Source: an optimization exercise on an open RTL-to-GDS flow (aim: small area, a short achievable clock period and few clock cycles). Production flows keep margins and buffers that such runs may drop. In this exercise RTL edits were held to simulation tests only and were not proved equivalent to the original. No activity file was given, so power comes from the tool's default toggle rates.

==> flow/design.v (excerpt) <==
module Proccessor(
    input         clk,
    input         reset,
    output [31:0] imem_addr,
    input  [31:0] imem_rdata,
    output [31:0] dmem_addr,
    output [31:0] dmem_wdata,
    output [3:0]  dmem_wstrb,
    input  [31:0] dmem_rdata
);
    reg  [4:0]  rd;                  
    reg  [2:0]  f3;                  
    reg         c_sra;               
    reg  [31:0] a;                   
    reg  [31:0] b;                   
    reg  [4:0]  sa;                  
    reg  [11:0] addr_lo;
    reg         addr_inc, addr_dec;
    reg  [15:1] bt_lo;
    reg  [31:16] bt_hi0, bt_hi1;
    reg         bt_c;
    reg  [31:2] pc4;                 
    reg  [3:0]  cmp_g, cmp_l;
    reg         s1_neg, s_diff;
    reg         c_sub, c_alu, c_lui, c_load, c_auipc;
    reg         c_wr, c_jal, c_br, c_jalr;    
    reg  [3:0]  wstrb;                   
    reg         started;             
    wire [31:12] a_inc = a[31:12] + 20'd1;
    wire [31:12] a_dec = a[31:12] - 20'd1;
    wire [31:12] addr_hi = addr_inc ? a_inc : addr_dec ? a_dec : a[31:12];
    wire [31:0]  addr = {addr_hi, addr_lo};
    wire [31:1]  bt = {bt_c ? bt_hi1 : bt_hi0, bt_lo};
    wire cg_hi = cmp_g[3] | ~cmp_l[3] & cmp_g[2];
    wire cl_hi = cmp_l[3] | ~cmp_g[3] & cmp_l[2];
  ...
Size in the first run: ~1200 flip-flops, ~170 I/O pins.
clock: 18.0 ns
lec_check: 0
abc_area: 1
cap_margin: 20
core_margin: 2
core_utilization: 45
cts_buf_list: sky130_fd_sc_hd__clkbuf_8
cts_cluster_size: 30
place_density: 0.55
slew_margin: 20
standard.sh (not shown) runs the stock make flow with config.mk's settings and CLKGATE_MAP_FILE= SYNTH_SCRIPT=/design/flow/synth_recipe.tcl, a recipe that flattens the netlist after the stock synthesis.
==> flow/flow/run.sh <==
#!/bin/bash
# Own layout flow: the standard synthesis and layout (standard.sh), with
# the timing repair steps asked to leave extra setup slack, and the port
# buffers made with buf_4 cells rather than the default choice. The SDC,
# clock period and every other step are unchanged.
set -euo pipefail
bash standard.sh synth > run_synth.log 2>&1
bash standard.sh SETUP_SLACK_MARGIN=11 "BUFFER_PORTS_ARGS=-buffer_cell sky130_fd_sc_hd__buf_4" finish > run_layout.log 2>&1
Testbench counts at the start, summed over its fixed seeds: cycles 50,846.
Rerun with:
CORE_UTILIZATION = 40   (was 45)
PLACE_DENSITY = 0.5   (was 0.55)
Worst setup slack gets worse by 97 ps; area after synthesis stays the same; utilization fell by 5.7 points; cell area goes up by about 0.8%; wire length went up by about 4.6%; global-route usage decreases by 3.0 points; maximum frequency went down by 1.3%; via count came out lower by about 1.2%; clock skew is lower by 28 ps.

---

job 101:
Proccessor again, from the RTL that the note above started with.
Settings: LEC_CHECK=0, ABC_AREA=1, CAP_MARGIN=20, CORE_MARGIN=2, CORE_UTILIZATION=48, CTS_BUF_LIST=sky130_fd_sc_hd__clkbuf_8, CTS_CLUSTER_SIZE=30, PLACE_DENSITY=0.58, SLEW_MARGIN=20; clock period 18.0 ns.
Scripts as last shown in full above: flow/flow/run.sh
No stage failed in job 101, and the final checks on the layout all came back clean.
Testbench counts of job 101, summed over its fixed seeds: cycles 50,846.
Setup changes, job 101 to job 102
- a change of CORE_UTILIZATION from 48 to 45
- an added SETUP_SLACK_MARGIN of 5
- a change of PLACE_DENSITY from 0.58 to 0.55
==> flow/run.sh (new file) <==
#!/bin/bash
# synth_recipe.tcl (not shown) runs the flow's synth.tcl, then flattens the netlist and writes it again
# the make line also repeats each setting of config.mk as NAME=value (left out here)
make -C /OpenROAD-flow-scripts/flow DESIGN_CONFIG=/design/flow/config.mk WORK_HOME=/design/flow/orfs CLKGATE_MAP_FILE= SYNTH_SCRIPT=/design/flow/synth_recipe.tcl finish
removed: flow/flow/run.sh
removed: flow/standard.sh
### Flow results
The run showing the greater number of nets in the layout is job 101.
Max wire length of the first global-routing pass across job 101 and job 102: job 102
Count of multi-input gates across job 101 and job 102: no real change.
Going from job 101 to job 102, starting density of the core decreased by 2.9 points relative to the old numbers, setup slack of the critical path after layout decreased by 1.96 ns relative to the old numbers, total power closely matched the old numbers.

-- re-timing with driven ports --
No port has a modelled driver above. Below, the same layouts with a new extraction and two added sets of constraints. Step 1: set_driving_cell puts a clkbuf_16 on clk and a buf_2 on each other input, an assumption about the parent block. Step 2 adds t to the input delays and takes it off the output delays; t is the mean of the earliest and latest rising clock arrival at the registers after step 1. Input paths then give back, and output paths get back, about the clock's delay inside the block. a / b / c = ideal / step 1 / step 2; a / b = the first two.
run | t, ns | slack for setup (ns) | slew at the worst register clock pin (ns) | cell pins on the clock port's net
the first run of note 1 | 0.996 | 10.844 / 10.897 / 9.901 | 0.07 / 0.07 | 1
the second run of note 1 | 1.020 | 10.747 / 10.759 / 9.739 | 0.07 / 0.07 | 1
job 101 | 1.020 | 10.767 / 10.830 / 9.809 | 0.07 / 0.07 | 1
job 102 | 1.042 | 8.810 / 8.865 / 7.823 | 0.07 / 0.07 | 1
After both steps every run listed still meets setup and hold. The setup slack of the second run of note 1, which loses most, moves by +0.012 ns with the drivers and by -1.008 ns with both steps.
